This is an optimization exercise on Yosys and OpenROAD, whose aim is small area, not a production implementation. At most, simulation tests tie the RTL to the original design; equivalence was not proved. Only the layout flow was run in run 1; the RTL was not checked for function there. In runs 6 and 7 the design's own scripts or RTL, not TritonCTS, make the clock network. No driver is modelled on the clock port, so clock power and skew are understated where the tree is cut down; a real chip needs a root buffer or a tree. Power and IR drop assume default switching activity.

===== flow/standard.sh =====
#!/bin/bash
# synth_recipe.tcl (not shown) runs the flow's synth.tcl, then flattens the netlist and writes it again
# the make line also repeats each setting of config.mk as NAME=value (left out here)
make -C /OpenROAD-flow-scripts/flow DESIGN_CONFIG=/design/flow/config.mk WORK_HOME=/design/flow/orfs CLKGATE_MAP_FILE= SYNTH_SCRIPT=/design/flow/synth_recipe.tcl "${@:-finish}"

===== flow/flow/run.sh =====
#!/bin/bash
set -euo pipefail
WORK=$(pwd)
rm -rf "$WORK/scripts_own"
cp -r "$FLOW_HOME/scripts" "$WORK/scripts_own"
cp "$WORK/flow/abc_area.script" "$WORK/scripts_own/abc_speed.script"
bash "$WORK/standard.sh" \
  SCRIPTS_DIR="$WORK/scripts_own" \
  BUFFER_PORTS_ARGS="-buffer_cell sky130_fd_sc_hd__buf_1" \
  finish > "$WORK/flow_make.log" 2>&1

===== flow/config.mk =====
export PLATFORM = sky130hd
export DESIGN_NAME = vlc_tx
export DESIGN_NICKNAME = vlc_tx
export VERILOG_FILES = /design/flow/design.v
export SDC_FILE = /design/flow/constraint.sdc
export NUM_CORES = 4
export LEC_CHECK = 0
export CAP_MARGIN = 20
export CORE_MARGIN = 2
export CORE_UTILIZATION = 40
export SLEW_MARGIN = 20

===== flow/constraint.sdc =====
create_clock -name core_clock -period 10.0 [get_ports {pclk}]
set_input_delay 2.0000 -clock core_clock [delete_from_list [all_inputs] [get_ports {pclk}]]
set_output_delay 2.0000 -clock core_clock [all_outputs]
set_load 0.01 [all_outputs]

===== flow/design.v =====
`timescale 1ns / 1ps
module vlc_tx(
    input pclk,
    input resetn,
    input [31:0] fifo_data,
    input fifo_empty,
    input [1:0] dim,
    output reg fifo_rd_en,
    output reg tx_out,
    output reg led_check
);
    localparam IDLE = 2'b00;
    localparam SYNC = 2'b01;
    localparam SEND = 2'b10;
    localparam WAIT = 2'b11;
    reg [5:0] cnt;
    wire trig = cnt[5] & cnt[4] & ~cnt[1] & cnt[0];           
    wire c_first = (cnt == 6'd0);
    reg [1:0] state;
    reg idle_d;                          
    reg [8:0] bitcnt;                    
    reg [1:0] wbyte;                     
    reg [3:0] wbit;
    reg [1:0] nbyte;                     
    reg [3:0] nbit;                      
    reg txb;                             
    reg [2:0] look;                      
    reg par;                             
    wire in_idle = (state == IDLE);
    wire in_sync = (state == SYNC);
    wire in_send = (state == SEND);
    reg [7:0] bytesel;
    integer k;
    always @(*) begin
        for (k = 0; k < 8; k = k + 1) begin
            case (nbyte)
                2'b00: bytesel[k] = fifo_data[31 - k];
                2'b01: bytesel[k] = fifo_data[23 - k];
                2'b11: bytesel[k] = fifo_data[15 - k];
                default: bytesel[k] = fifo_data[7 - k];
            endcase
        end
    end
    wire fetched = nbit[3] ? par : bytesel[nbit[2:0]];
    always @(posedge pclk) begin
        if (!resetn)
            cnt <= 6'd63;
        else if (trig)
            cnt <= 6'd0;
        else
            cnt <= cnt + 6'd1;
    end
    wire bc_344 = bitcnt[8] & bitcnt[6] & bitcnt[4] & bitcnt[3];
    wire bc_lo = (bitcnt[8:4] == 5'd0);
    wire bc_9 = bc_lo & (bitcnt[3:0] == 4'd9);
    wire bc_0 = bc_lo & (bitcnt[3:0] == 4'd0);
    wire bc_5 = bc_lo & (bitcnt[3:0] == 4'd5);
    wire bc_334 = bitcnt[8] & bitcnt[6] & bitcnt[3] & bitcnt[2] & bitcnt[1];
    wire bc_m7 = (bitcnt[4:0] == 5'd7);
    reg [1:0] nxt;
    always @(*) begin
        nxt = state;
        case (state)
            IDLE: if (par) nxt = SYNC;
            SYNC: if (bc_9) nxt = SEND;
            SEND: begin
                if (bc_m7 && fifo_empty) nxt = IDLE;
                if (bc_334) nxt = WAIT;
            end
            WAIT: if (bc_344) nxt = IDLE;
        endcase
    end
    always @(posedge pclk) begin
        if (!resetn) begin
            state <= IDLE;
            idle_d <= 1'b1;
            bitcnt <= 9'd0;
        end else begin
            idle_d <= in_idle;
            if (trig) begin
                state <= nxt;
                if (!in_idle)
                    bitcnt <= bc_344 ? 9'd0 : bitcnt + 9'd1;
            end
        end
    end
    wire w_32 = (wbyte == 2'b10) & (wbit == 4'd5);
    wire w_35 = (wbyte == 2'b10) & wbit[3];
    always @(posedge pclk) begin
        if (in_idle) begin
            wbyte <= 2'b11;
            wbit <= 4'd8;
        end else if (trig) begin
            if (wbit[3]) begin
                wbit <= 4'd0;
                wbyte <= {wbyte[0], ~wbyte[1]};
            end else
                wbit <= wbit + 4'd1;
        end
    end
    wire r = nbit[3];
    wire [2:0] q = nbit[2:0];
    wire q_step = r ? (cnt[5] & cnt[4] & ~cnt[1] & ~cnt[0]) : c_first;    
    wire load = in_sync || (in_send && trig && w_35);
    always @(posedge pclk) begin
        if (!resetn) begin
            nbyte <= 2'b00;
            nbit <= 4'b1000;
            par <= 1'b0;
        end else if (load) begin
            nbyte <= 2'b00;
            nbit <= 4'd3;
            look <= {fifo_data[29], fifo_data[30], fifo_data[31]};
            par <= ~(fifo_data[31] ^ fifo_data[30] ^ fifo_data[29]);
        end else if (in_send) begin
            if (c_first) begin
                look <= {fetched, look[2:1]};
                par <= nbit[3] ? 1'b1 : par ^ fetched;
                if (nbit[3]) begin
                    nbit <= 4'd0;
                    nbyte <= {nbyte[0], ~nbyte[1]};
                end else
                    nbit <= nbit + 4'd1;
            end
        end else if (in_idle) begin
            par <= ~fifo_empty | (idle_d & par);
            if (!idle_d)
                nbit <= 4'd0;
            else if (q_step)
                nbit <= {r, q[1], q[0], ~q[1]};
        end
    end
    always @(posedge pclk) begin
        case (state)
            IDLE: if (trig) txb <= ~txb;
            SYNC: begin
                if (bc_0) txb <= 1'b1;
                else if (bc_5) txb <= 1'b0;
            end
            SEND: if (c_first) txb <= look[0];
            WAIT: txb <= 1'b0;
        endcase
    end
    always @(posedge pclk) begin
        if (!resetn)
            fifo_rd_en <= 1'b1;
        else
            fifo_rd_en <= in_idle ? fifo_empty : (in_send && w_32 && cnt == 6'd1);
    end
    wire f30 = r ? (cnt >= 6'd29 && cnt <= 6'd48) : (cnt >= 6'd31 || c_first);
    wire f20 = r ? (cnt >= 6'd19 && cnt <= 6'd48) : (cnt >= 6'd21 || c_first);
    reg pattern;
    always @(*) begin
        case (dim)
            2'd2: pattern = q[2] | (q[1] & f30);
            2'd1: pattern = q[2];
            default: pattern = q[2] & (~q[1] | f20);
        endcase
    end
    reg shaped;
    always @(*) begin
        shaped = txb;
        if (in_send) begin
            if (cnt >= 6'd1 && cnt <= 6'd21)
                shaped = ~txb;
            else if (cnt >= 6'd22 && cnt <= 6'd31) begin
                if (dim == 2'd2) shaped = 1'b1;
                else if (dim == 2'd0) shaped = 1'b0;
                else if (cnt <= 6'd26) shaped = ~txb;
            end
        end
    end
    always @(posedge pclk) begin
        if (!resetn) begin
            tx_out <= 1'b0;
            led_check <= 1'b0;
        end else begin
            tx_out <= idle_d ? pattern : shaped;
            led_check <= idle_d && (dim == 2'd1);
        end
    end
endmodule

===== flow/flow/abc_area.script =====
strash
&get -n
&fraig -x
&put
scorr
dc2
dretime
strash
&get -n
&dch -f
&nf -a -p
&put

==> results of run 1 <==
[kinds of logic after synthesis]
| kind of cell | count (synthesis) | synth area share |
|---|---|---|
| xor gates and xnor gates | 4 | 0.0143 |
| muxes | 6 | 0.0356 |
| DFF | 38 | 0.326 |
| buffers and inverters | 12 | 0.0183 |
| adders and majority gates | 16 | 0.0814 |
| AOI/OAI and AO/OA | 101 | 0.270 |
| and+or+nand+nor | 115 | 0.255 |
[synthesized netlist by cell type (2+ instances only)]
cell | instances | area, um2
a211o_1 | 3 | 26.3
a211oi_1 | 6 | 45.0
a21boi_0 | 2 | 15.0
a21o_1 | 3 | 22.5
a21oi_1 | 29 | 145
a221oi_1 | 5 | 43.8
a22oi_1 | 3 | 22.5
a31oi_1 | 10 | 62.6
a41oi_1 | 3 | 26.3
and3_1 | 8 | 50.1
and4_1 | 2 | 17.5
clkinv_1 | 12 | 45.0
dfxtp_1 | 34 | 681
edfxtp_1 | 4 | 120
ha_1 | 16 | 200
mux2_1 | 2 | 22.5
mux2i_1 | 2 | 20.0
mux4_2 | 2 | 45.0
nand2_1 | 25 | 93.8
nand2b_1 | 2 | 12.5
nand3_1 | 8 | 40.0
nand3b_1 | 4 | 30.0
nand4_1 | 7 | 43.8
nand4b_1 | 4 | 35.0
nor2_1 | 22 | 82.6
nor2b_1 | 9 | 56.3
nor3_1 | 10 | 50.1
nor3b_1 | 3 | 22.5
o211ai_1 | 2 | 15.0
o21a_1 | 2 | 15.0
o21ai_0 | 18 | 90.1
o31ai_1 | 4 | 30.0
o41ai_1 | 2 | 17.5
or3_1 | 3 | 18.8
or3b_1 | 4 | 35.0
xnor2_1 | 3 | 26.3
[power groups by stage]
stage	registers [W]	logic [W]	clock network (W)
2_1_floorplan	0.000192	0.0000857	0
3_3_place_gp	0.000200	0.000111	0
3_5_place_dp	0.000200	0.000113	0
4_1_cts	0.000197	0.000113	0.000139
5_1_grt	0.000201	0.000130	0.000145
6_report	0.000198	0.000113	0.000134
[cell type report]
type                    instances  area (um2)
repair buffers                 42         169
clock inverters                 3        45.0
flip-flops and latches         38         801
inverters                      12        45.0
fillers                       597        3090
well taps                      75        93.8
multi-input cells             242        1610
clock buffers                   5        68.8
[sequential cells by signal (all words and copies together), names as in the netlist]
signal and count:
bitcnt 9, cnt 6, fifo_rd_en 1, idle_d 1
led_check 1, look 3, nbit 4, nbyte 2
par 1, state 2, tx_out 1, txb 1
wbit 4, wbyte 2
[per-stage QoR]
| step | hold WS (ns) | area, um2 | util |
|---|---|---|---|
| global route | 0.511 | 2840 | 0.479 |
| finish | 0.488 | 2840 | 0.479 |
| floorplan | 0.441 | 2460 | - |
| global placement | 0.466 | 2720 | 0.460 |
| detailed placement | 0.471 | 2720 | 0.460 |
| CTS | 0.493 | 2840 | 0.479 |
[worst paths after layout]
kind                            depth (start not counted)         to
worst max register to register                          6  bitcnt[1]
worst min register to register                          1   wbyte[0]
worst min-delay path                                    1   wbyte[0]
worst max-delay path                                    9        par
[cells in the final DEF (no fill, tap or decap), types with 7 or more instances in the layout]
master	Yosys	routed
nor2b_1	9	9
a21oi_1	29	29
nor3_1	10	10
and3_1	8	8
nand2_1	25	25
nand4_1	7	7
o21ai_0	18	18
clkinv_1	12	12
buf_1	0	39
nor2_1	22	22
dfxtp_1	34	34
ha_1	16	16
a31oi_1	10	10
nand3_1	8	8
[routing by layer]
metal | routed length (um) | vias up
li1 | - | 1243
met1 | 2930 | 1068
met2 | 2570 | 46
met3 | 281 | 5
met4 | 38 | 0
met5 | 0 | -
[worst register-to-register path: stages, from the launching register on]
cell      delay (ns)
dfxtp_1         0.49
clkinv_1        0.21
nor3_1          0.43
buf_4           0.24
nand2_1         0.13
o21ai_0         0.79
a211oi_1        0.14
==> reports/metrics.csv, run 1 <==
metric;value;unit
max_slew_margin;0.354;
hp-class;reg2reg;
routed_wl;5830;um
wl_per_cell;14.0;um
cp_common_cell;a31oi_1;
worstSetupEndpointType;flip-flop;
setup_viol;0;
insertion_delay;0.30;ns
grtUsageTotal;0.183;
hold_viol_final;0;
cts-htree-levels;2;
cts_buffers;5;
grt_pass1_wl;9680;um
grt-ovfl-total;0;
clk_pin_slew;0.09;ns
antenna_left;0;
yosysSeqAreaShare;0.326;
layout_worst_path_cycle_share;0.359;
p_total;0.000445;W
cts_buffer_depth;2;
rr_startpoint;cnt[0];
grt.met3_usage;0.0467;
gr-usage-met1;0.258;
final_layout_size_suffix_gt1_frac;0.0380;
synth-seq-cells;38;
ys.flop_type;dfxtp_1;
cp.arrival;3.78;ns
tritoncts;yes;
core.rowCount;28;
startpoint;fifo_data[31];
ff2ff_setup_slack;7.41;ns
n_antenna_cell;0;
netlist_instances;292;
worstMarginPinSlew;0.958;ns
cts_sinks;38;
worst-path-max-fanout;3;
maxSlewViolCount;0;
p_seq_frac;0.445;
power_switching;0.000149;W
synthesis.area;0.00246;mm2
synth.distinct_cells;50;
timing.critical_path.buf_inv;1;
portBuffers;39;
start_util;0.415;
critical_path.max_stage_delay;0.39;ns
required;10.19;ns
criticalPathCategory;in2reg;
postCtsSetupBuffers;0;
p_int;0.000295;W
synth_fp_nets;345;
async_reset_ff_frac;0;
min_period;3.59;ns
clockPowerShare;0.300;
root_buffer;clkbuf_8;
fp.dieArea;0.00679;mm2
io_pins;40;
rsz0062_at_grt;no;
holdBufCountCts;0;
postSynthAreaPerCell;8.42;um2
post_cts_resize_count;0;
slowest_stage;a211oi_1;
fin_tns_setup;0;ns
cap_violations;0;
grt_pass1_vias;2122;
final_net_count;394;
min_from;wbyte[1];
firstDrtPassIters;4;
instances_no_fill;417;
power.density;157;mW/mm2
core-area;0.00592;mm2
combPwrFrac;0.255;
cp_top_family;compound AO/OA/AOI/OAI gates;
drc;0;
die_y;82.4;um
num_vias;2362;
busiest_layer;met2;
grt_max_degree;24;
p_leak;1.04;nW
grt_antenna_before_repair;0;
timing.final.ws_setup;6.41;ns
hpwl;4190;um
ys_warn_count;1;
drt_iter0_markers;157;
fmax;278;MHz
clock_skew;0.0129;ns
synth_edf_count;4;
gp_congestion;0.812;
peakVddDrop;0.0828;mV
crit_chain;buf_1 > or3b_1 > a31oi_1 > a221oi_1 > a211oi_1 > nor3b_1 > o31ai_1 > a31oi_1 > o21a_1;
dpl.cell_count;409;
p_sw_frac;0.336;
grtUsageMet2;0.279;
status;complete, no violations;
area_growth;15.3;%
die-width;82.4;um
worst_setup_path_start_kind;primary input;
place_ws;6.13;ns
avgViaCountPerCell;5.66;
==> run 2, diff against run 1 <==
--- a/flow/design.v
+++ b/flow/design.v
@@ -26,6 +26,7 @@
     reg txb;                             
     reg [2:0] look;                      
     reg par;                             
+    reg buffer;
     wire in_idle = (state == IDLE);
     wire in_sync = (state == SYNC);
     wire in_send = (state == SEND);
@@ -61,7 +62,7 @@
     always @(*) begin
         nxt = state;
         case (state)
-            IDLE: if (par) nxt = SYNC;
+            IDLE: if (buffer) nxt = SYNC;
             SYNC: if (bc_9) nxt = SEND;
             SEND: begin
                 if (bc_m7 && fifo_empty) nxt = IDLE;
@@ -75,6 +76,7 @@
             state <= IDLE;
             idle_d <= 1'b1;
             bitcnt <= 9'd0;
+            buffer <= 1'b0;
         end else begin
             idle_d <= in_idle;
             if (trig) begin
@@ -82,6 +84,10 @@
                 if (!in_idle)
                     bitcnt <= bc_344 ? 9'd0 : bitcnt + 9'd1;
             end
+            if (in_idle) begin
+                if (!fifo_empty) buffer <= 1'b1;
+            end else if (in_sync)
+                buffer <= 1'b0;
         end
     end
     wire w_32 = (wbyte == 2'b10) & (wbit == 4'd5);
@@ -106,7 +112,6 @@
         if (!resetn) begin
             nbyte <= 2'b00;
             nbit <= 4'b1000;
-            par <= 1'b0;
         end else if (load) begin
             nbyte <= 2'b00;
             nbit <= 4'd3;
@@ -123,7 +128,6 @@
                     nbit <= nbit + 4'd1;
             end
         end else if (in_idle) begin
-            par <= ~fifo_empty | (idle_d & par);
             if (!idle_d)
                 nbit <= 4'd0;
             else if (q_step)
==> reports/metrics.csv, run 2 <==
metric;value;unit
status;complete, no violations;
hold_viol_final;0;
synth_area_leaders;dfxtp_1 28%, ha_1 8.2%, edfxtp_1 6.2%;
core.rowCount;28;
r2r_cells;7;
instances_no_fill;418;
tritoncts;yes;
cap_violations;0;
antenna_left;0;
drt_iter0_markers;108;
ff2ff_setup_slack;7.04;ns
largest_reg_flops;9;
insertion_delay;0.30;ns
place_ws;6.43;ns
postSynthAreaPerCell;8.20;um2
area_growth;14.3;%
ys_warn_count;1;
ys.flop_type;dfxtp_1;
yosysTopAreaCell;dfxtp_1;
cts_sinks;39;
worstSetupEndpointType;flip-flop;
grt_pass1_wl;9560;um
holdPathStages;2;
required;10.05;ns
hp-class;reg2reg;
max_slew_margin;0.310;
final_cell_mix;39 x buf_1, 34 x nand2_1, 34 x dfxtp_1;
synthesis.area;0.00243;mm2
cp.arrival;3.33;ns
netlist_instances;296;
power.density;159;mW/mm2
worst_setup_path_start_kind;primary input;
p_total;0.000441;W
synth.distinct_cells;49;
fmax;305;MHz
dpl.cell_count;410;
gp_congestion;0.773;
regMostFlops;bitcnt;
grt_antenna_before_repair;0;
rr_startpoint;cnt[0];
num_vias;2338;
yosysTopAreaCellShare;0.280;
cts-htree-levels;2;
post_cts_resize_count;0;
grt_max_degree;20;
final_layout_size_suffix_gt1_frac;0.0204;
peakVddDrop;0.0918;mV
worstMarginPinSlew;1.03;ns
rsz0062_at_grt;no;
layout_worst_path_cycle_share;0.328;
final_net_count;395;
grt-ovfl-total;0;
clk_pin_slew;0.08;ns
clock_skew;0.0117;ns
fp.dieArea;0.00671;mm2
firstDrtPassIters;4;
worst-path-max-fanout;2;
criticalPathCategory;in2reg;
start_util;0.412;
setup_viol;0;
maxSlewViolCount;0;
p_leak;1.06;nW
postCtsSetupBuffers;0;
grt_pass1_vias;2152;
async_reset_ff_frac;0;
fin_tns_setup;0;ns
yosysSeqAreaShare;0.342;
hold_end;wbyte[1];
routed_wl;5650;um
die_y;81.9;um
cts_buffer_depth;2;
synth_edf_count;5;
synth-seq-cells;39;
r2r-end;nbit[3];
timing.final.ws_setup;6.72;ns
hpwl;4020;um
core-area;0.00589;mm2
cts_buffers;5;
holdBufCountCts;0;
wl_per_cell;13.5;um
drc;0;
root_buffer;clkbuf_8;
min_from;wbyte[0];
grtUsageTotal;0.181;
synth_commonest_cells;34 x dfxtp_1, 34 x nand2_1, 28 x a21oi_1;
n_antenna_cell;0;
avgViaCountPerCell;5.59;
portBuffers;39;
die-width;81.9;um
largest_registers;bitcnt (9), cnt (6);
synth_fp_nets;349;
min_period;3.28;ns
io_pins;40;
final_common_cell;buf_1;
## run 2: changes by cell type in the layout (fill, tap and decap cells not counted), moves of 4 or more
cell / before / now
nor2b_1: 9 / 5
nor3_1: 10 / 14
a211oi_1: 6 / 2
o21ai_0: 18 / 14
or3b_1: 4 / 0
o21bai_1: 0 / 4
nand3_1: 8 / 12
nand2_1: 25 / 34
## run 2: worst max-delay path: stages
cell and delay [ns]:
buf_1 0.07, mux4_2 0.45, or2_0 0.21, a31oi_1 0.14, a41o_1 0.16, a21oi_1 0.08, a22o_1 0.22
## run 2: through the flow
| stage | util | instance area [um2] | hold slack (ns) |
|---|---|---|---|
| floorplan | - | 2430 | 0.431 |
| global placement | 0.453 | 2670 | 0.444 |
| detailed placement | 0.453 | 2670 | 0.453 |
| CTS | 0.471 | 2770 | 0.462 |
| global route | 0.471 | 2770 | 0.508 |
| finish | 0.471 | 2770 | 0.460 |
## run 2: final cells by class
class,instances,area [um2]
well taps,75,93.8
fillers,617,3110
inverters,15,56.3
flip-flops and latches,39,831
multi-input cells,242,1540
clock buffers,7,76.3
repair buffers,39,146
clock inverters,1,30.0
## run 2: how the worst max path moves through the flow
stage | startpoint | end | slack (ns)
finish | fifo_data[4] | look[2] | 6.72
global route | fifo_data[29] | par | 6.55
CTS | fifo_data[4] | look[2] | 6.73
floorplan | fifo_data[4] | look[2] | 6.60
detailed placement | fifo_data[4] | look[2] | 6.43
global placement | fifo_data[4] | look[2] | 6.45
## run 2: power breakdown
group / total [W] / leakage [nW] / switching (W) / internal, W
logic: 0.000109 / 0.684 / 0.0000592 / 0.0000498
registers: 0.000201 / 0.322 / 0.0000293 / 0.000172
clock network: 0.000131 / 0.0524 / 0.0000567 / 0.0000747
## run 2: layer usage
metal  track usage  wire length (um)  up-vias
li1              -                 -     1212
met1         0.231              2750     1083
met2         0.293              2580       31
met3        0.0396               196       12
met4        0.0800               122        0
met5             0                 0        -
## run 2: cell families after synthesis
| kind of cell | after synthesis | synth area share |
|---|---|---|
| multiplexers | 5 | 0.0258 |
| XOR/XNOR | 7 | 0.0253 |
| AO/OA/AOI/OAI | 94 | 0.255 |
| buffers and inverters | 15 | 0.0232 |
| AND/OR/NAND/NOR | 120 | 0.246 |
| flip-flops | 39 | 0.342 |
| adder cells (fa/ha/maj) | 16 | 0.0825 |
==> run 3, diff against run 2 <==
--- a/flow/design.v
+++ b/flow/design.v
@@ -18,7 +18,8 @@
     wire c_first = (cnt == 6'd0);
     reg [1:0] state;
     reg idle_d;                          
-    reg [8:0] bitcnt;                    
+    reg [4:0] blo;                       
+    reg [3:0] bhi;                       
     reg [1:0] wbyte;                     
     reg [3:0] wbit;
     reg [1:0] nbyte;                     
@@ -26,10 +27,17 @@
     reg txb;                             
     reg [2:0] look;                      
     reg par;                             
-    reg buffer;
     wire in_idle = (state == IDLE);
     wire in_sync = (state == SYNC);
     wire in_send = (state == SEND);
+    function [3:0] bit_step;
+        input [3:0] s;
+        bit_step = {s[2:0], s[0] ^ s[2] ^ ~(s[0] | s[3])};
+    endfunction
+    function bit_par;                    
+        input [3:0] s;
+        bit_par = ~s[3] & ~s[2] & ~s[0];
+    endfunction
     reg [7:0] bytesel;
     integer k;
     always @(*) begin
@@ -42,7 +50,10 @@
             endcase
         end
     end
-    wire fetched = nbit[3] ? par : bytesel[nbit[2:0]];
+    wire [7:0] bitsel = {bytesel[2], bytesel[3], bytesel[4], bytesel[6],
+                         bytesel[1], bytesel[5], bytesel[0], bytesel[7]};
+    wire n_par = bit_par(nbit);
+    wire fetched = n_par ? par : bitsel[nbit[2:0]];
     always @(posedge pclk) begin
         if (!resetn)
             cnt <= 6'd63;
@@ -51,18 +62,20 @@
         else
             cnt <= cnt + 6'd1;
     end
-    wire bc_344 = bitcnt[8] & bitcnt[6] & bitcnt[4] & bitcnt[3];
-    wire bc_lo = (bitcnt[8:4] == 5'd0);
-    wire bc_9 = bc_lo & (bitcnt[3:0] == 4'd9);
-    wire bc_0 = bc_lo & (bitcnt[3:0] == 4'd0);
-    wire bc_5 = bc_lo & (bitcnt[3:0] == 4'd5);
-    wire bc_334 = bitcnt[8] & bitcnt[6] & bitcnt[3] & bitcnt[2] & bitcnt[1];
-    wire bc_m7 = (bitcnt[4:0] == 5'd7);
+    wire hi_0 = ~bhi[2] & ~bhi[1] & ~bhi[0];
+    wire hi_10 = bhi[3] & bhi[1] & bhi[0];
+    wire lo_carry = (blo == 5'd16);
+    wire bc_344 = hi_10 & (blo == 5'd14);
+    wire bc_334 = hi_10 & (blo == 5'd31);
+    wire bc_9 = hi_0 & (blo == 5'd12);
+    wire bc_0 = hi_0 & (blo == 5'd0);
+    wire bc_5 = hi_0 & (blo == 5'd18);
+    wire bc_m7 = (blo == 5'd11);
     reg [1:0] nxt;
     always @(*) begin
         nxt = state;
         case (state)
-            IDLE: if (buffer) nxt = SYNC;
+            IDLE: if (par) nxt = SYNC;
             SYNC: if (bc_9) nxt = SEND;
             SEND: begin
                 if (bc_m7 && fifo_empty) nxt = IDLE;
@@ -75,59 +88,62 @@
         if (!resetn) begin
             state <= IDLE;
             idle_d <= 1'b1;
-            bitcnt <= 9'd0;
-            buffer <= 1'b0;
+            blo <= 5'd0;
+            bhi <= 4'd0;
         end else begin
             idle_d <= in_idle;
             if (trig) begin
                 state <= nxt;
-                if (!in_idle)
-                    bitcnt <= bc_344 ? 9'd0 : bitcnt + 9'd1;
-            end
-            if (in_idle) begin
-                if (!fifo_empty) buffer <= 1'b1;
-            end else if (in_sync)
-                buffer <= 1'b0;
-        end
-    end
-    wire w_32 = (wbyte == 2'b10) & (wbit == 4'd5);
-    wire w_35 = (wbyte == 2'b10) & wbit[3];
+                if (!in_idle) begin
+                    if (bc_344) begin
+                        blo <= 5'd0;
+                        bhi <= 4'd0;
+                    end else begin
+                        blo <= {blo[3:0], blo[4] ^ blo[2] ^ (blo[3:0] == 4'd0)};
+                        if (lo_carry)
+                            bhi <= {bhi[2:0], ~(bhi[0] ^ bhi[3])};
+                    end
+                end
+            end
+        end
+    end
+    wire w_32 = (wbyte == 2'b10) & wbit[3] & ~wbit[2] & wbit[1];    
     always @(posedge pclk) begin
         if (in_idle) begin
             wbyte <= 2'b11;
-            wbit <= 4'd8;
+            wbit <= 4'd0;
         end else if (trig) begin
-            if (wbit[3]) begin
-                wbit <= 4'd0;
+            wbit <= bit_step(wbit);
+            if (bit_par(wbit))
                 wbyte <= {wbyte[0], ~wbyte[1]};
-            end else
-                wbit <= wbit + 4'd1;
         end
     end
     wire r = nbit[3];
     wire [2:0] q = nbit[2:0];
     wire q_step = r ? (cnt[5] & cnt[4] & ~cnt[1] & ~cnt[0]) : c_first;    
-    wire load = in_sync || (in_send && trig && w_35);
+    wire bc_789 = hi_0 & (blo == 5'd11 || blo == 5'd22 || blo == 5'd12);
+    wire restart = w_32 || (in_sync && !bc_789);
     always @(posedge pclk) begin
         if (!resetn) begin
             nbyte <= 2'b00;
             nbit <= 4'b1000;
-        end else if (load) begin
-            nbyte <= 2'b00;
-            nbit <= 4'd3;
-            look <= {fifo_data[29], fifo_data[30], fifo_data[31]};
-            par <= ~(fifo_data[31] ^ fifo_data[30] ^ fifo_data[29]);
-        end else if (in_send) begin
+            par <= 1'b0;
+        end else if (in_sync || in_send) begin
             if (c_first) begin
                 look <= {fetched, look[2:1]};
-                par <= nbit[3] ? 1'b1 : par ^ fetched;
-                if (nbit[3]) begin
-                    nbit <= 4'd0;
-                    nbyte <= {nbyte[0], ~nbyte[1]};
-                end else
-                    nbit <= nbit + 4'd1;
+                if (restart) begin
+                    nbyte <= 2'b00;
+                    nbit <= 4'd1;        
+                    par <= 1'b1;
+                end else begin
+                    par <= n_par ? 1'b1 : par ^ fetched;
+                    nbit <= bit_step(nbit);
+                    if (n_par)
+                        nbyte <= {nbyte[0], ~nbyte[1]};
+                end
             end
         end else if (in_idle) begin
+            par <= ~fifo_empty | (idle_d & par);
             if (!idle_d)
                 nbit <= 4'd0;
             else if (q_step)
--- a/flow/config.mk
+++ b/flow/config.mk
@@ -5,7 +5,9 @@
 export SDC_FILE = /design/flow/constraint.sdc
 export NUM_CORES = 4
 export LEC_CHECK = 0
-export CAP_MARGIN = 20
+export CAP_MARGIN = 0
 export CORE_MARGIN = 2
 export CORE_UTILIZATION = 40
-export SLEW_MARGIN = 20
+export CTS_BUF_LIST = sky130_fd_sc_hd__clkbuf_4
+export CTS_CLUSTER_SIZE = 10
+export SLEW_MARGIN = 0
==> reports/metrics.csv, run 3 <==
metric;value;unit
status;complete, no violations;
num_vias;2310;
drc;0;
hpwl;4140;um
postSynthAreaPerCell;8.17;um2
startpoint;resetn;
endpoint;look[2];
synth_most_common_cell;dfxtp_1;
grt_antenna_before_repair;0;
required;10.04;ns
fin_tns_setup;0;ns
regMostFlops;cnt;
wl_per_cell;13.9;um
die-width;80.7;um
power_switching;0.000155;W
hp-class;reg2reg;
synth_commonest_cells;34 x dfxtp_1, 33 x nor2_1, 32 x nand2_1;
grt_pass1_vias;2111;
max_slew_margin;0.398;
clockPowerShare;0.244;
clock_skew;0.0150;ns
holdBufCountCts;0;
rsz0062_at_grt;no;
synth_area_leaders;dfxtp_1 29%, ha_1 5.3%, nor2_1 5.3%;
yosysSeqAreaShare;0.340;
clk_pin_slew;0.12;ns
cts_sinks;38;
worst_setup_path_start_kind;primary input;
fmax;297;MHz
hold_viol_final;0;
postCtsSetupBuffers;0;
area_growth;13.4;%
netlist_instances;288;
timing.final.ws_setup;6.63;ns
post_cts_resize_count;0;
avgViaCountPerCell;5.68;
r2r-end;par;
grt_pass1_wl;9450;um
routed_wl;5680;um
combPwrFrac;0.297;
fp.dieArea;0.00651;mm2
yosysTopAreaCellShare;0.289;
p_int;0.000285;W
ys.flop_type;dfxtp_1;
worstMarginPinSlew;0.895;ns
grtUsageTotal;0.183;
root_buffer;clkbuf_4;
peakVddDrop;0.0888;mV
n_antenna_cell;0;
power.density;165;mW/mm2
cap_violations;0;
core.rowCount;27;
cts-htree-levels;2;
final_net_count;381;
firstDrtPassIters;4;
p_leak;0.924;nW
final_cell_mix;39 x buf_1, 34 x dfxtp_1, 33 x nor2_1;
synth_fp_nets;335;
grt-ovfl-total;0;
tritoncts;yes;
worst-path-max-fanout;16;
cts_buffer_depth;2;
core-area;0.00561;mm2
cp.arrival;3.40;ns
drt_iter0_markers;133;
start_util;0.420;
cts_buffers;5;
final_layout_size_suffix_gt1_frac;0.0269;
rr_startpoint;nbyte[1];
gp_congestion;0.823;
die_y;80.7;um
r2r_cells;7;
grt_max_degree;25;
yosysTopAreaCell;dfxtp_1;
ys_warn_count;1;
synth.distinct_cells;52;
synthesis.area;0.00235;mm2
layout_worst_path_cycle_share;0.337;
io_pins;40;
synth-seq-cells;38;
worstSetupEndpointType;flip-flop;
criticalPathCategory;in2reg;
largest_reg_flops;6;
p_sw_frac;0.353;
p_seq_frac;0.460;
nFillCells;574;
final_common_cell;buf_1;
min_period;3.37;ns
largest_registers;cnt (6), blo (5);
synth_edf_count;4;
whs;0.431;ns
async_reset_ff_frac;0;
place_ws;6.24;ns
maxSlewViolCount;0;
antenna_left;0;
ff2ff_setup_slack;7.62;ns
insertion_delay;0.35;ns
setup_viol;0;
portBuffers;39;
## run 3: changes by cell type after synthesis, sizes merged, moves of 6 or more
| cell | previous run | this run |
|---|---|---|
| nor3 | 14 | 6 |
| a21oi | 28 | 22 |
| nand3b | 1 | 7 |
| a31oi | 9 | 2 |
| o21ai | 14 | 23 |
| ha | 16 | 10 |
| nand3 | 12 | 4 |
| nor2 | 24 | 33 |
## run 3: stage by stage
stage	instance area (um2)	util	std cells	total power [W]
6_report	2670	0.476	407	0.000440
5_1_grt	2670	0.476	407	0.000472
4_1_cts	2670	0.476	407	0.000442
3_5_place_dp	2590	0.462	399	0.000335
3_3_place_gp	2590	0.462	399	0.000336
2_1_floorplan	2350	-	288	0.000298
## run 3: critical path, stage by stage
cell,delay (ns)
buf_1,0.47
clkinv_1,0.57
nor2_1,0.36
## run 3: routing by layer
metal,up-vias,wire length [um],track usage
li1,1182,-,-
met1,1062,2850,0.251
met2,60,2470,0.288
met3,6,302,0.0438
met4,0,54,0.0475
met5,-,0,0
## run 3: logic make-up (layout without fill, tap and decap cells)
| group | count (synthesis) | count (layout) | share of synthesized area |
|---|---|---|---|
| DFF | 38 | 38 | 0.340 |
| muxes | 5 | 5 | 0.0324 |
| and+or+nand+nor | 120 | 120 | 0.263 |
| buffers and inverters | 16 | 63 | 0.0255 |
| AOI/OAI and AO/OA | 94 | 94 | 0.267 |
| adders and majority gates | 10 | 10 | 0.0532 |
| xor gates and xnor gates | 5 | 5 | 0.0186 |
## run 3: area by class of cell
class | instances | area [um2] | area share
inverter | 16 | 60.1 | 0.0225
clock buffer | 6 | 45.0 | 0.0169
multi-input combinational | 234 | 1490 | 0.559
tap | 72 | 90.1 | 0.0338
sequential | 38 | 801 | 0.300
clock inverter | 2 | 33.8 | 0.0127
timing repair buffer | 39 | 146 | 0.0549
## run 3: worst min-delay path by stage
stage	from	endpoint	slack [ns]	cells after the start
finish	look[1]	look[0]	0.43	0
global route	look[2]	look[1]	0.45	0
CTS	look[1]	look[0]	0.42	0
detailed placement	look[1]	look[0]	0.41	0
global placement	look[1]	look[0]	0.42	0
floorplan	look[1]	look[0]	0.40	0
## run 3: power by group through the flow
stage | clock [W] | sequential (W) | combinational (W)
detailed placement | 0 | 0.000206 | 0.000129
floorplan | 0 | 0.000196 | 0.000102
finish | 0.000107 | 0.000202 | 0.000131
global route | 0.000115 | 0.000207 | 0.000150
global placement | 0 | 0.000206 | 0.000131
CTS | 0.000110 | 0.000202 | 0.000131
==> run 4, diff against run 3 <==
==> flow/config.mk (replaced) <==
export PLATFORM = sky130hd
export DESIGN_NAME = vlc_tx
export DESIGN_NICKNAME = vlc_tx
export VERILOG_FILES = /design/flow/design.v
export SDC_FILE = /design/flow/constraint.sdc
export NUM_CORES = 4
export LEC_CHECK = 0
export CAP_MARGIN = 20
export CORE_MARGIN = 2
export CORE_UTILIZATION = 40
export SLEW_MARGIN = 20
==> reports/metrics.csv, run 4 <==
metric;value;unit
status;complete, no violations;
worstSetupEndpointType;flip-flop;
postSynthAreaPerCell;8.17;um2
grtUsageTotal;0.186;
yosysSeqAreaShare;0.340;
largest_registers;cnt (6), blo (5);
wl_per_cell;13.9;um
p_seq_frac;0.441;
grt_pass1_vias;2107;
fp.dieArea;0.00651;mm2
grt_max_degree;25;
n_antenna_cell;0;
ys.flop_type;dfxtp_1;
ys_warn_count;1;
rsz0062_at_grt;no;
p_sw_frac;0.344;
yosysTopAreaCellShare;0.289;
cts-htree-levels;2;
final_common_cell;buf_1;
slowest_stage;clkinv_1;
grt-ovfl-total;0;
cp.arrival;3.42;ns
final_net_count;381;
synthesis.area;0.00235;mm2
fmax;291;MHz
critical_path.max_stage_delay;0.57;ns
maxSlewViolCount;0;
p_leak;0.937;nW
area_growth;14.8;%
firstDrtPassIters;4;
tritoncts;yes;
max_slew_margin;0.372;
routed_wl;5670;um
postCtsSetupBuffers;0;
async_reset_ff_frac;0;
hpwl;4140;um
min_period;3.44;ns
synth_area_leaders;dfxtp_1 29%, ha_1 5.3%, nor2_1 5.3%;
combPwrFrac;0.284;
clock_skew;0.0118;ns
drc;0;
synth-seq-cells;38;
synth_commonest_cells;34 x dfxtp_1, 33 x nor2_1, 32 x nand2_1;
worst-path-max-fanout;16;
largest_reg_flops;6;
power_switching;0.000158;W
setup_viol;0;
synth_fp_nets;335;
drt_iter0_markers;95;
worst_setup_path_start_kind;primary input;
die_y;80.7;um
timing.critical_path.buf_inv;2;
core.rowCount;27;
root_buffer;clkbuf_8;
avgViaCountPerCell;5.62;
crit_chain;buf_1 > clkinv_1 > nor2_1;
nFillCells;572;
p_int;0.000301;W
peakVddDrop;0.0867;mV
clockPowerShare;0.275;
fin_tns_setup;0;ns
power.density;170;mW/mm2
layout_worst_path_cycle_share;0.344;
yosysTopAreaCell;dfxtp_1;
cts_buffer_depth;2;
final_area;0.00270;mm2
insertion_delay;0.30;ns
final_cell_mix;39 x buf_1, 34 x dfxtp_1, 33 x nor2_1;
final_layout_size_suffix_gt1_frac;0.0269;
place_area;0.00259;mm2
cts_sinks;38;
post_cts_resize_count;0;
hp-class;reg2reg;
core-area;0.00561;mm2
io_pins;40;
post-route-util;0.482;
num_vias;2289;
netlist_instances;288;
gp_congestion;0.823;
clk_pin_slew;0.08;ns
regMostFlops;cnt;
start_util;0.420;
synth_most_common_cell;dfxtp_1;
cts_buffers;5;
antenna_left;0;
grt_antenna_before_repair;0;
grt_pass1_wl;9500;um
synth.distinct_cells;52;
hold_viol_final;0;
worstMarginPinSlew;0.935;ns
cp_top_family;buffers and inverters;
portBuffers;39;
criticalPathCategory;in2reg;
whs;0.426;ns
cap_violations;0;
synth_edf_count;4;
holdBufCountCts;0;
die-width;80.7;um
required;9.97;ns
[run 4: through the flow]
step,worst slack [ns],total power (W),instances
2_1_floorplan,6.53,0.000298,288
3_3_place_gp,6.32,0.000336,399
3_5_place_dp,6.24,0.000335,399
4_1_cts,6.56,0.000464,407
5_1_grt,6.42,0.000494,407
6_report,6.56,0.000460,407
[run 4: kinds of logic (layout without fill, tap and decap cells)]
family / Yosys count / in the layout / synth area share
buf+inv: 16 / 63 / 0.0255
fa+ha+maj: 10 / 10 / 0.0532
flops: 38 / 38 / 0.340
compound gates: 94 / 94 / 0.267
xor+xnor: 5 / 5 / 0.0186
mux: 5 / 5 / 0.0324
simple gates: 120 / 120 / 0.263
[run 4: worst reg2reg max path, delay by kind of cell, from the launching register on]
family / cells / cell delay, ns
AOI/OAI and AO/OA: 6 / 1.29
DFF: 1 / 0.74
and+or+nand+nor: 1 / 0.23
[run 4: per-layer routing]
layer  wire length (um)  vias up  GRT usage
li1                   -     1185          -
met1               2870     1054      0.249
met2               2460       43      0.294
met3                290        7     0.0539
met4                 56        0     0.0475
met5                  0        -          0
[run 4: cell type report]
type | instances | area, um2 | share of cell area
multi-input combinational | 234 | 1490 | 0.553
sequential | 38 | 801 | 0.296
timing repair buffer | 39 | 146 | 0.0542
clock buffer | 8 | 111 | 0.0412
tap | 72 | 90.1 | 0.0333
inverter | 16 | 60.1 | 0.0222
[run 4: path summary, 6_finish.rpt]
path	from	endpoint	slack, ns	cells past startpoint
worst max-delay path	resetn	look[2]	6.56	3
worst min-delay path	look[1]	look[0]	0.43	0
worst min register to register	look[1]	look[0]	0.43	0
worst max register to register	nbyte[1]	par	7.61	7
[run 4: power groups by stage]
| stage | logic [W] | clock network (W) | registers (W) |
|---|---|---|---|
| floorplan | 0.000102 | 0 | 0.000196 |
| global placement | 0.000131 | 0 | 0.000206 |
| detailed placement | 0.000129 | 0 | 0.000206 |
| CTS | 0.000131 | 0.000131 | 0.000202 |
| global route | 0.000150 | 0.000136 | 0.000207 |
| finish | 0.000131 | 0.000126 | 0.000203 |
==> run 5, diff against run 4 <==
--- a/flow/design.v
+++ b/flow/design.v
@@ -108,6 +108,7 @@
         end
     end
     wire w_32 = (wbyte == 2'b10) & wbit[3] & ~wbit[2] & wbit[1];    
+    wire w_35 = (wbyte == 2'b10) & bit_par(wbit);
     always @(posedge pclk) begin
         if (in_idle) begin
             wbyte <= 2'b11;
@@ -121,26 +122,24 @@
     wire r = nbit[3];
     wire [2:0] q = nbit[2:0];
     wire q_step = r ? (cnt[5] & cnt[4] & ~cnt[1] & ~cnt[0]) : c_first;    
-    wire bc_789 = hi_0 & (blo == 5'd11 || blo == 5'd22 || blo == 5'd12);
-    wire restart = w_32 || (in_sync && !bc_789);
+    wire load = in_sync || (in_send && trig && w_35);
     always @(posedge pclk) begin
         if (!resetn) begin
             nbyte <= 2'b00;
             nbit <= 4'b1000;
             par <= 1'b0;
-        end else if (in_sync || in_send) begin
+        end else if (load) begin
+            nbyte <= 2'b00;
+            nbit <= 4'd14;               
+            look <= {fifo_data[29], fifo_data[30], fifo_data[31]};
+            par <= ~(fifo_data[31] ^ fifo_data[30] ^ fifo_data[29]);
+        end else if (in_send) begin
             if (c_first) begin
                 look <= {fetched, look[2:1]};
-                if (restart) begin
-                    nbyte <= 2'b00;
-                    nbit <= 4'd1;        
-                    par <= 1'b1;
-                end else begin
-                    par <= n_par ? 1'b1 : par ^ fetched;
-                    nbit <= bit_step(nbit);
-                    if (n_par)
-                        nbyte <= {nbyte[0], ~nbyte[1]};
-                end
+                par <= n_par ? 1'b1 : par ^ fetched;
+                nbit <= bit_step(nbit);
+                if (n_par)
+                    nbyte <= {nbyte[0], ~nbyte[1]};
             end
         end else if (in_idle) begin
             par <= ~fifo_empty | (idle_d & par);
==> reports/metrics.csv, run 5 <==
metric;value;unit
synth-seq-cells;38;
synth_most_common_cell;nand2_1;
largest_registers;cnt (6), blo (5);
hold_viol_final;0;
worst_setup_path_start_kind;primary input;
largest_reg_flops;6;
avgViaCountPerCell;5.58;
root_buffer;clkbuf_8;
cap_violations;0;
grt_max_degree;21;
grt_pass1_wl;9910;um
tritoncts;yes;
power.density;151;mW/mm2
peakVddDrop;0.0549;mV
postSynthAreaPerCell;7.79;um2
post-route-util;0.478;
post_cts_resize_count;0;
synth_fp_nets;349;
cts-htree-levels;2;
cts_sinks;38;
nFillCells;566;
core.rowCount;27;
core-area;0.00561;mm2
yosysSeqAreaShare;0.340;
ys.flop_type;dfxtp_1;
cts_buffer_depth;2;
io_pins;40;
instances_no_fill;422;
whs;0.454;ns
die_y;80.7;um
crit_chain;buf_1 > nor3b_1 > a211oi_1 > a311oi_1 > o32a_1 > a21oi_1 > nor2b_1 > a21oi_1 > o221a_1;
worstMarginPinSlew;1.01;ns
antenna_left;0;
path_depth;9;
drc;0;
holdBufCountCts;0;
final_layout_size_suffix_gt1_frac;0.0286;
routed_wl;5910;um
dpl.cell_count;414;
layout_worst_path_cycle_share;0.340;
critical_path.max_stage_delay;0.35;ns
portBuffers;39;
timing.critical_path.buf_inv;1;
netlist_instances;302;
grt-ovfl-total;0;
area_growth;14.0;%
regMostFlops;cnt;
insertion_delay;0.30;ns
n_antenna_cell;0;
clock_skew;0.0111;ns
drt_iter0_markers;164;
clk_pin_slew;0.08;ns
p_leak;0.984;nW
gp_congestion;0.858;
cp_common_cell;a21oi_1;
final_net_count;396;
min_period;3.40;ns
fin_tns_setup;0;ns
ys_warn_count;1;
grtUsageTotal;0.193;
rsz0062_at_grt;no;
num_vias;2356;
slowest_stage;o32a_1;
cp.arrival;3.58;ns
synthesis.area;0.00235;mm2
postCtsSetupBuffers;0;
hp-class;reg2reg;
worstSetupEndpointType;flip-flop;
final_cell_mix;44 x nand2_1, 42 x nor2_1, 39 x buf_1;
cts_buffers;5;
grt_antenna_before_repair;0;
fp.dieArea;0.00651;mm2
max_slew_margin;0.326;
yosysTopAreaCellShare;0.289;
worst-path-max-fanout;2;
die-width;80.7;um
required;10.19;ns
synth.distinct_cells;50;
hpwl;4280;um
final_common_cell;nand2_1;
synth_commonest_cells;44 x nand2_1, 42 x nor2_1, 34 x dfxtp_1;
wl_per_cell;14.0;um
async_reset_ff_frac;0;
synth_edf_count;4;
r2r_cells;7;
synth_area_leaders;dfxtp_1 29%, nand2_1 7.0%, nor2_1 6.7%;
holdPathStages;2;
start_util;0.419;
fmax;295;MHz
yosysTopAreaCell;dfxtp_1;
status;complete, no violations;
firstDrtPassIters;4;
setup_viol;0;
maxSlewViolCount;0;
cp_top_family;compound AO/OA/AOI/OAI gates;
criticalPathCategory;in2reg;
grt_pass1_vias;2191;
## run 5: worst min-delay path: cells and delay by family (launching register included)
kind            cells  cell delay (ns)
simple gates        1             0.05
flops               1             0.31
compound gates      1             0.05
## run 5: stage by stage
step           instance area (um2)  worst slack [ns]  total power (W)
6_report                      2680              6.60         0.000406
5_1_grt                       2680              6.54         0.000432
4_1_cts                       2680              6.63         0.000408
3_5_place_dp                  2600              6.32         0.000301
3_3_place_gp                  2600              6.34         0.000300
2_1_floorplan                 2350              6.54         0.000269
## run 5: cells by family (layout without fill, tap and decap cells)
| kind of cell | Yosys count | after routing | share of synthesized area |
|---|---|---|---|
| xor+xnor | 3 | 3 | 0.0112 |
| flops | 38 | 38 | 0.340 |
| simple gates | 142 | 142 | 0.279 |
| fa+ha+maj | 10 | 10 | 0.0532 |
| compound gates | 86 | 86 | 0.249 |
| mux | 7 | 7 | 0.0415 |
| buf+inv | 16 | 64 | 0.0255 |
## run 5: worst paths after layout
kind                  from      end  slack, ns
max          fifo_data[24]      par       6.60
min                wbit[1]  wbit[2]       0.45
max reg2reg         cnt[0]  nbit[1]       7.16
min reg2reg        wbit[1]  wbit[2]       0.45
## run 5: area by class of cell
type                       count  area, um2  share of cell area
tap                           72       90.1              0.0336
sequential                    38        801               0.299
clock buffer                   5       68.8              0.0257
clock inverter                 3       16.3             0.00607
inverter                      16       60.1              0.0224
multi-input combinational    248       1490               0.556
timing repair buffer          40        154              0.0574
## run 5: routing by layer
layer  global-route usage  wire [um]  up-vias
met2                0.333       2770       43
met3               0.0393        242        7
met1                0.239       2840     1092
li1                     -          -     1214
met4               0.0610         59        0
met5                    0          0        -
## run 5: power breakdown
group / switching [W] / internal, W
sequential: 0.0000243 / 0.000167
combinational: 0.0000592 / 0.0000471
clock: 0.0000604 / 0.0000479
total: 0.000144 / 0.000262
==> run 6, diff against run 5 <==
--- a/flow/design.v
+++ b/flow/design.v
@@ -108,7 +108,6 @@
         end
     end
     wire w_32 = (wbyte == 2'b10) & wbit[3] & ~wbit[2] & wbit[1];    
-    wire w_35 = (wbyte == 2'b10) & bit_par(wbit);
     always @(posedge pclk) begin
         if (in_idle) begin
             wbyte <= 2'b11;
@@ -122,24 +121,26 @@
     wire r = nbit[3];
     wire [2:0] q = nbit[2:0];
     wire q_step = r ? (cnt[5] & cnt[4] & ~cnt[1] & ~cnt[0]) : c_first;    
-    wire load = in_sync || (in_send && trig && w_35);
+    wire bc_789 = hi_0 & (blo == 5'd11 || blo == 5'd22 || blo == 5'd12);
+    wire restart = w_32 || (in_sync && !bc_789);
     always @(posedge pclk) begin
         if (!resetn) begin
             nbyte <= 2'b00;
             nbit <= 4'b1000;
             par <= 1'b0;
-        end else if (load) begin
-            nbyte <= 2'b00;
-            nbit <= 4'd14;               
-            look <= {fifo_data[29], fifo_data[30], fifo_data[31]};
-            par <= ~(fifo_data[31] ^ fifo_data[30] ^ fifo_data[29]);
-        end else if (in_send) begin
+        end else if (in_sync || in_send) begin
             if (c_first) begin
                 look <= {fetched, look[2:1]};
-                par <= n_par ? 1'b1 : par ^ fetched;
-                nbit <= bit_step(nbit);
-                if (n_par)
-                    nbyte <= {nbyte[0], ~nbyte[1]};
+                if (restart) begin
+                    nbyte <= 2'b00;
+                    nbit <= 4'd1;        
+                    par <= 1'b1;
+                end else begin
+                    par <= n_par ? 1'b1 : par ^ fetched;
+                    nbit <= bit_step(nbit);
+                    if (n_par)
+                        nbyte <= {nbyte[0], ~nbyte[1]};
+                end
             end
         end else if (in_idle) begin
             par <= ~fifo_empty | (idle_d & par);
==> flow/flow/run.sh (replaced) <==
#!/bin/bash
# Own layout flow: the standard ORFS flow (standard.sh) with these changes to how
# the layout is made:
#  - ABC maps the logic with an area-oriented script (flow/abc_area.script) instead
#    of ORFS's delay-oriented one; synthesis is otherwise ORFS's and the standard flow's own;
#  - port buffers are sky130_fd_sc_hd__buf_1 instead of the larger cell buffer_ports picks;
#  - if flow/clock.txt exists ("CELL N"), the clock is buffered by flow/clock_buffer.tcl
#    with N buffers of type CELL driven by the clock port, instead of clock_tree_synthesis;
set -euo pipefail
WORK=$(pwd)
rm -rf "$WORK/scripts_own"
cp -r "$FLOW_HOME/scripts" "$WORK/scripts_own"
cp "$WORK/flow/abc_area.script" "$WORK/scripts_own/abc_speed.script"
if [[ -f "$WORK/flow/clock.txt" ]]; then
  read -r OWN_CLK_BUF OWN_CLK_NBUF < "$WORK/flow/clock.txt"
  export OWN_CLK_BUF OWN_CLK_NBUF
  grep -q '^log_cmd clock_tree_synthesis {\*}$cts_args$' "$WORK/scripts_own/cts.tcl"
  sed -i "s|^log_cmd clock_tree_synthesis {\*}\$cts_args\$|source $WORK/flow/clock_buffer.tcl|" "$WORK/scripts_own/cts.tcl"
fi
bash "$WORK/standard.sh" \
  SCRIPTS_DIR="$WORK/scripts_own" \
  BUFFER_PORTS_ARGS="-buffer_cell sky130_fd_sc_hd__buf_1" \
  finish > "$WORK/flow_make.log" 2>&1
==> flow/flow/clock.txt (new file) <==
sky130_fd_sc_hd__clkbuf_8 2
==> flow/flow/clock_buffer.tcl (new file) <==
# Clock buffering in place of clock_tree_synthesis (sourced by cts.tcl).
# The clock port drives OWN_CLK_NBUF buffers of type OWN_CLK_BUF; the clock
# pins are split between them by position (sorted by x, then y in each half),
# each buffer placed at the centre of its sinks. All registers get the same
# buffer type and the same kind of wiring, so no register's clock is made
# early or late on purpose.
set block [ord::get_db_block]
set db [ord::get_db]
set master [$db findMaster $::env(OWN_CLK_BUF)]
set nbuf $::env(OWN_CLK_NBUF)
set clk_port_name [get_full_name [lindex [get_property [lindex [all_clocks] 0] sources] 0]]
set clk_net [[$block findBTerm $clk_port_name] getNet]
set clk_net_name [$clk_net getName]
set sinks {}
foreach it [$clk_net getITerms] {
  set inst [$it getInst]
  set loc [$inst getLocation]
  lappend sinks [list $it [lindex $loc 0] [lindex $loc 1]]
}
set sinks [lsort -integer -index 1 $sinks]
set n [llength $sinks]
puts "own clock buffering: $n sinks on $clk_net_name, $nbuf x $::env(OWN_CLK_BUF)"
# split into groups of nearly equal size: columns by x, and for 4 groups also rows by y
proc split_groups {lst k idx} {
  set out {}
  set n [llength $lst]
  for {set g 0} {$g < $k} {incr g} {
    set a [expr {($g * $n) / $k}]
    set b [expr {(($g + 1) * $n) / $k - 1}]
    lappend out [lrange $lst $a $b]
  }
  return $out
}
if {$nbuf == 4} {
  set groups {}
  foreach half [split_groups $sinks 2 1] {
    set half [lsort -integer -index 2 $half]
    foreach q [split_groups $half 2 2] { lappend groups $q }
  }
} else {
  set groups [split_groups $sinks $nbuf 1]
}
set i 0
foreach grp $groups {
  set sx 0; set sy 0
  foreach s $grp { incr sx [lindex $s 1]; incr sy [lindex $s 2] }
  set cx [expr {$sx / [llength $grp]}]
  set cy [expr {$sy / [llength $grp]}]
  set inst [odb::dbInst_create $block $master "clkbuf_own_$i"]
  set net [odb::dbNet_create $block "clknet_own_$i"]
  $net setSigType CLOCK
  foreach s $grp {
    set it [lindex $s 0]
    $it disconnect
    $it connect $net
  }
  [$inst findITerm A] connect $clk_net
  [$inst findITerm X] connect $net
  $inst setLocation $cx $cy
  $inst setPlacementStatus PLACED
  puts "  clkbuf_own_$i: [llength $grp] sinks at ($cx, $cy)"
  incr i
}
set_propagated_clock [all_clocks]
==> reports/metrics.csv, run 6 <==
metric;value;unit
hold_end;look[1];
clockPowerShare;0.147;
required;9.87;ns
r2r-end;par;
ys.flop_type;dfxtp_1;
holdPathStages;0;
post_cts_resize_count;0;
rr_startpoint;nbyte[1];
ys_warn_count;1;
die-width;80.7;um
largest_registers;cnt (6), blo (5);
gp_congestion;0.823;
critical_path.max_stage_delay;0.59;ns
netlist_instances;288;
nFillCells;587;
avgViaCountPerCell;5.62;
io_pins;40;
setup_viol;0;
grt_pass1_wl;9310;um
worstMarginPinSlew;0.931;ns
p_int;0.000249;W
firstDrtPassIters;4;
core.rowCount;27;
min_period;3.58;ns
peakVddDrop;0.0931;mV
postCtsSetupBuffers;0;
routed_wl;5560;um
insertion_delay;0.17;ns
grtUsageTotal;0.171;
synth.distinct_cells;52;
core-area;0.00561;mm2
clk_pin_slew;0.11;ns
final_cell_mix;39 x buf_1, 34 x dfxtp_1, 33 x nor2_1;
layout_worst_path_cycle_share;0.358;
worstSetupEndpointType;flip-flop;
post-route-util;0.467;
num_vias;2255;
cap_violations;0;
fin_tns_setup;0;ns
min_from;look[2];
synth_commonest_cells;34 x dfxtp_1, 33 x nor2_1, 32 x nand2_1;
regMostFlops;cnt;
final_area;0.00262;mm2
final_common_cell;buf_1;
yosysSeqAreaShare;0.340;
power.density;149;mW/mm2
grt_pass1_vias;2070;
async_reset_ff_frac;0;
drc;0;
maxSlewViolCount;0;
max_slew_margin;0.375;
power_switching;0.000141;W
p_leak;0.895;nW
p_seq_frac;0.518;
worst_setup_path_start_kind;primary input;
hpwl;4140;um
worst-path-max-fanout;16;
synthesis.area;0.00235;mm2
place_area;0.00259;mm2
synth_edf_count;4;
synth_area_leaders;dfxtp_1 29%, ha_1 5.3%, nor2_1 5.3%;
final_layout_size_suffix_gt1_frac;0.0122;
status;complete, no violations;
p_total;0.000390;W
drt_iter0_markers;115;
final_net_count;378;
portBuffers;39;
area_growth;11.2;%
synth_most_common_cell;dfxtp_1;
cp.arrival;3.45;ns
crit_chain;buf_1 > clkinv_1 > nor2_1;
start_util;0.420;
holdBufCountCts;0;
hp-class;reg2reg;
combPwrFrac;0.335;
r2r_cells;7;
timing.critical_path.buf_inv;2;
clock_skew;0.00508;ns
yosysTopAreaCellShare;0.289;
fmax;279;MHz
rsz0062_at_grt;no;
hold_viol_final;0;
cp_top_family;buffers and inverters;
whs;0.448;ns
slowest_stage;clkinv_1;
postSynthAreaPerCell;8.17;um2
yosysTopAreaCell;dfxtp_1;
n_antenna_cell;0;
largest_reg_flops;6;
grt_antenna_before_repair;0;
fp.dieArea;0.00651;mm2
synth-seq-cells;38;
grt_max_degree;25;
synth_fp_nets;335;
criticalPathCategory;in2reg;
die_y;80.7;um
wl_per_cell;13.9;um
antenna_left;0;
ff2ff_setup_slack;7.61;ns
p_sw_frac;0.362;
grt-ovfl-total;0;
[run 6: worst reg2reg max path: stages, from the launching register on]
cell and delay (ns):
dfxtp_1 0.76, nor2b_1 0.22, a2111o_1 0.45, a221oi_1 0.30
a311oi_1 0.13, o21ai_0 0.18, a41o_1 0.19, a21oi_1 0.06
[run 6: final cells by class]
cell class | instances | area (um2) | share of cell area
sequential | 38 | 801 | 0.306
multi-input combinational | 234 | 1490 | 0.570
buffer | 2 | 27.5 | 0.0105
tap | 72 | 90.1 | 0.0344
inverter | 16 | 60.1 | 0.0229
timing repair buffer | 39 | 146 | 0.0559
[run 6: how the worst max path moves through the flow]
stage	startpoint	endpoint	slack (ns)	cells past startpoint
2_1_floorplan	fifo_data[27]	par	6.53	7
3_3_place_gp	resetn	look[0]	6.32	3
3_5_place_dp	resetn	look[2]	6.24	3
4_1_cts	resetn	look[0]	6.45	3
5_1_grt	resetn	look[0]	6.32	3
6_report	resetn	look[0]	6.42	3
[run 6: kinds of logic (layout without fill, tap and decap cells)]
logic type	count (synthesis)	in the layout	share of synthesized area
and+or+nand+nor	120	120	0.263
AOI/OAI and AO/OA	94	94	0.267
DFF	38	38	0.340
buffers and inverters	16	57	0.0255
adders and majority gates	10	10	0.0532
xor gates and xnor gates	5	5	0.0186
muxes	5	5	0.0324
[run 6: power groups by stage]
stage / clock network, W / logic, W / registers (W)
global placement: 0 / 0.000131 / 0.000206
floorplan: 0 / 0.000102 / 0.000196
detailed placement: 0 / 0.000129 / 0.000206
finish: 0.0000574 / 0.000131 / 0.000202
CTS: 0.0000624 / 0.000130 / 0.000202
global route: 0.0000660 / 0.000150 / 0.000207
[run 6: stage by stage]
| stage | std cells | setup WS, ns |
|---|---|---|
| after floorplan | 288 | 6.53 |
| after global placement | 399 | 6.32 |
| after detailed placement | 399 | 6.24 |
| after CTS | 401 | 6.45 |
| after global routing | 401 | 6.32 |
| final | 401 | 6.42 |
[run 6: layer usage]
layer  wire [um]  vias up  track usage
met1        2900     1040        0.251
met3         237        2       0.0146
li1            -     1174            -
met5           0        -            0
met4          22        0      0.00847
met2        2390       39        0.288
==> run 7, diff against run 6 <==
==> flow/flow/run.sh (replaced) <==
#!/bin/bash
# Own layout flow: the standard ORFS flow (standard.sh) with these changes to how
# the layout is made:
#  - logic mapping: synthesis (ORFS's and the standard flow's own, synth_recipe.tcl) is run once with
#    each ABC script flow/abc_*.script in place of ORFS's delay-oriented abc_speed.script,
#    and the layout uses the script whose netlist has the smallest cell area (ties: the
#    first in name order);
#  - port buffers are sky130_fd_sc_hd__buf_1 instead of the larger cell buffer_ports picks;
#  - if flow/clock.txt exists ("CELL N"), the clock is buffered by flow/clock_buffer.tcl
#    with N buffers of type CELL driven by the clock port, in place of clock_tree_synthesis;
set -euo pipefail
WORK=$(pwd)
rm -rf "$WORK/scripts_own" "$WORK/trials"
mkdir -p "$WORK/trials"
cp -r "$FLOW_HOME/scripts" "$WORK/scripts_own"
if [[ -f "$WORK/flow/clock.txt" ]]; then
  read -r OWN_CLK_BUF OWN_CLK_NBUF < "$WORK/flow/clock.txt"
  export OWN_CLK_BUF OWN_CLK_NBUF
  grep -q '^log_cmd clock_tree_synthesis {\*}$cts_args$' "$WORK/scripts_own/cts.tcl"
  sed -i "s|^log_cmd clock_tree_synthesis {\*}\$cts_args\$|source $WORK/flow/clock_buffer.tcl|" "$WORK/scripts_own/cts.tcl"
fi
STAT=orfs/reports/$FLOW_PLATFORM/vlc_tx/base/synth_stat.txt
best=""; best_area=""
for s in "$WORK"/flow/abc_*.script; do
  name=$(basename "$s" .script)
  cp "$s" "$WORK/scripts_own/abc_speed.script"
  rm -rf "$WORK/orfs"
  if bash "$WORK/standard.sh" SCRIPTS_DIR="$WORK/scripts_own" synth > "$WORK/trials/$name.log" 2>&1; then
    area=$(grep -E "Chip area for (top )?module" "$WORK/$STAT" | tail -1 | awk '{print $NF}')
    echo "$name $area" >> "$WORK/trials/areas.txt"
    if [[ -z "$best" ]] || awk -v a="$area" -v b="$best_area" 'BEGIN{exit !(a < b)}'; then
      best=$s; best_area=$area
    fi
  else
    echo "$name failed" >> "$WORK/trials/areas.txt"
  fi
  mkdir -p "$WORK/trials/$name"
  cp -r "$WORK/orfs/logs" "$WORK/trials/$name/" 2>/dev/null || true
done
echo "chosen $(basename "$best" .script) $best_area" >> "$WORK/trials/areas.txt"
cp "$best" "$WORK/scripts_own/abc_speed.script"
rm -rf "$WORK/orfs"
bash "$WORK/standard.sh" \
  SCRIPTS_DIR="$WORK/scripts_own" \
  BUFFER_PORTS_ARGS="-buffer_cell sky130_fd_sc_hd__buf_1" \
  finish > "$WORK/flow_make.log" 2>&1
==> flow/flow/abc_s4.script (new file) <==
strash
&get -n
&fraig -x
&put
scorr
dc2
dretime
strash
&get -n
&dch -f
&nf -a -p
&put
==> flow/flow/abc_t2.script (new file) <==
strash
&get -n
&fraig -x
&put
scorr
dc2
dc2
dc2
strash
&get -n
&dch -f
&nf -a -p
&put
==> flow/flow/abc_t4.script (new file) <==
strash
&get -n
&fraig -x
&put
scorr
dc2
dretime
strash
&get -n
&dch -f
&nf -a -p -R 1000
&put
==> flow/flow/abc_u1.script (new file) <==
strash
&get -n
&fraig -x
&put
scorr
dc2
dc2
dc2
dc2
strash
&get -n
&dch -f
&nf -a -p
&put
==> flow/flow/abc_u3.script (new file) <==
strash
&get -n
&fraig -x
&put
scorr
dc2
dc2
dc2
strash
&get -n
&dch
&nf -a -p
&put
==> flow/flow/abc_u6.script (new file) <==
strash
&get -n
&fraig -x
&put
scorr
dc2
dc2
dc2
strash
&get -n
&dch -f
&nf -a -p -F 8 -A 4
&put
==> flow/flow/abc_u7.script (new file) <==
strash
dc2
dc2
dc2
strash
&get -n
&dch -f
&nf -a -p
&put
==> flow/flow/clock.txt (replaced) <==
sky130_fd_sc_hd__buf_4 4
removed: flow/flow/abc_area.script
==> reports/metrics.csv, run 7 <==
metric;value;unit
ys.flop_type;dfxtp_1;
hp-class;reg2reg;
grt_pass1_vias;2048;
netlist_instances;281;
synth.distinct_cells;42;
gp_congestion;0.832;
ff2ff_setup_slack;7.49;ns
insertion_delay;0.13;ns
grt_antenna_before_repair;0;
wl_per_cell;13.6;um
status;complete, no violations;
final_net_count;373;
die_y;78.9;um
cp.arrival;3.47;ns
async_reset_ff_frac;0;
portBuffers;39;
setup_viol;0;
layout_worst_path_cycle_share;0.365;
worstSetupEndpointType;flip-flop;
peakVddDrop;0.0720;mV
wl_met1;2670;um
start_util;0.410;
p_leak;0.877;nW
avgViaCountPerCell;5.67;
worstMarginPinSlew;0.984;ns
synth_edf_count;4;
worst-path-max-fanout;18;
antenna_left;0;
required;9.82;ns
io_pins;40;
synthesis.area;0.00224;mm2
core-area;0.00547;mm2
hold_viol_final;0;
wl_met2;2440;um
postSynthAreaPerCell;7.98;um2
core.rowCount;27;
largest_registers;cnt (6), blo (5);
power.density;147;mW/mm2
synth_most_common_cell;nand2_1;
grt_pass1_wl;9350;um
regMostFlops;cnt;
min_period;3.65;ns
synth_area_leaders;dfxtp_1 30%, nand2_1 6.5%, ha_1 5.6%;
fp.dieArea;0.00622;mm2
synth_fp_nets;328;
rsz0062_at_grt;no;
clock_skew;0.00486;ns
criticalPathCategory;in2reg;
area_growth;11.9;%
yosysTopAreaCellShare;0.303;
ys_warn_count;1;
grtUsageTotal;0.176;
synth-seq-cells;38;
clk_pin_slew;0.09;ns
largest_reg_flops;6;
max_slew_margin;0.339;
routed.top_layer;met4;
cap_violations;0;
place_ws;6.17;ns
drt_iter0_markers;88;
fmax;274;MHz
routed_wl;5400;um
fin_tns_setup;0;ns
post_cts_resize_count;0;
final_cell_mix;39 x nand2_1, 39 x buf_1, 34 x dfxtp_1;
drc;0;
yosysSeqAreaShare;0.357;
num_vias;2247;
n_antenna_cell;0;
post-route-util;0.459;
synth_commonest_cells;39 x nand2_1, 34 x dfxtp_1, 33 x nor2_1;
maxSlewViolCount;0;
worst_setup_path_start_kind;primary input;
grt_max_degree;19;
dr_wl_met3;210;um
grt-ovfl-total;0;
yosysTopAreaCell;dfxtp_1;
firstDrtPassIters;4;
hpwl;4030;um
timing.final.ws_setup;6.35;ns
postCtsSetupBuffers;0;
final_layout_size_suffix_gt1_frac;0.0185;
die-width;78.9;um
holdBufCountCts;0;
## run 7: per-stage QoR
stage                     hold slack (ns)  instances  power [W]  instance area (um2)
after floorplan                     0.400        281   0.000279                 2240
after global placement              0.405        392   0.000311                 2480
after detailed placement            0.409        392   0.000311                 2480
after CTS                           0.431        396   0.000371                 2510
after global routing                0.439        396   0.000398                 2510
final                               0.427        396   0.000368                 2510
## run 7: worst paths after layout
path                            startpoint       end  cells after the start
worst max-delay path                resetn   look[1]                      3
worst min-delay path               look[1]   look[0]                      0
worst max register to register      cnt[0]  state[1]                      7
worst min register to register     look[1]   look[0]                      0
## run 7: where the power goes
| part | internal (W) | switching, W |
|---|---|---|
| combinational | 0.0000512 | 0.0000605 |
| sequential | 0.000168 | 0.0000290 |
| clock | 0.0000210 | 0.0000386 |
| total | 0.000240 | 0.000128 |
## run 7: routing by layer
layer	up-vias	global-route usage
li1	1147	-
met1	1043	0.266
met2	51	0.284
met3	6	0.00909
met4	0	0.0259
met5	-	0
## run 7: worst max-delay path, stage by stage
cell      delay (ns)
buf_1           0.55
clkinv_1        0.55
nor2_1          0.36
## run 7: cell families after synthesis
kind of cell	Yosys count	synth area share
buffers and inverters	15	0.0251
adder cells (fa/ha/maj)	10	0.0558
XOR/XNOR	5	0.0195
flip-flops	38	0.357
AND/OR/NAND/NOR	113	0.234
multiplexers	2	0.0201
AO/OA/AOI/OAI	98	0.289
## run 7: area by class of cell
| cell class | count | area (um2) |
|---|---|---|
| fillers | 571 | 2960 |
| flip-flops and latches | 38 | 801 |
| repair buffers | 39 | 146 |
| well taps | 72 | 90.1 |
| multi-input cells | 228 | 1390 |
| inverters | 15 | 56.3 |
| plain buffers | 4 | 30.0 |

-- re-timing with driven ports --
The results above use ideal ports. As a check the final layouts listed here were re-extracted and re-timed, cells and wires unchanged.
Step 1 (the two cells are an assumption about what drives the block):
set clk [get_ports {pclk}]
set_driving_cell -lib_cell sky130_fd_sc_hd__clkbuf_16 $clk
set_driving_cell -lib_cell sky130_fd_sc_hd__buf_2 [delete_from_list [all_inputs] $clk]
Step 2 adds t to the input delays and takes it off the output delays; t is the mean of the earliest and latest rising clock arrival at the registers after step 1. Input paths then give back, and output paths get back, about the clock's delay inside the block.
Three values: ideal, step 1, step 2; two values: the first two.
run | t, ns | setup slack, ns | hold WS [ns] | clock arrival spread, ns | pins driven straight from the clock port
run 1 | 0.318 | 6.407 / 6.412 / 6.095 | 0.488 / 0.488 / 0.488 | 0.013 / 0.013 | 1
run 2 | 0.323 | 6.724 / 6.731 / 6.408 | 0.460 / 0.460 / 0.460 | 0.011 / 0.012 | 1
run 3 | 0.369 | 6.635 / 6.633 / 6.263 | 0.431 / 0.431 / 0.431 | 0.015 / 0.015 | 1
run 4 | 0.317 | 6.558 / 6.557 / 6.240 | 0.426 / 0.426 / 0.426 | 0.012 / 0.012 | 1
run 5 | 0.324 | 6.605 / 6.611 / 6.287 | 0.454 / 0.454 / 0.454 | 0.011 / 0.011 | 1
run 6 | 0.201 | 6.416 / 6.423 / 6.223 | 0.448 / 0.448 / 0.448 | 0.005 / 0.005 | 2
run 7 | 0.184 | 6.351 / 6.374 / 6.189 | 0.427 / 0.427 / 0.427 | 0.005 / 0.005 | 4
After both steps setup and hold are still met in every run listed. For run 3, which loses most, drivers alone change the setup slack by -0.002 ns; drivers and shift together by -0.372 ns.
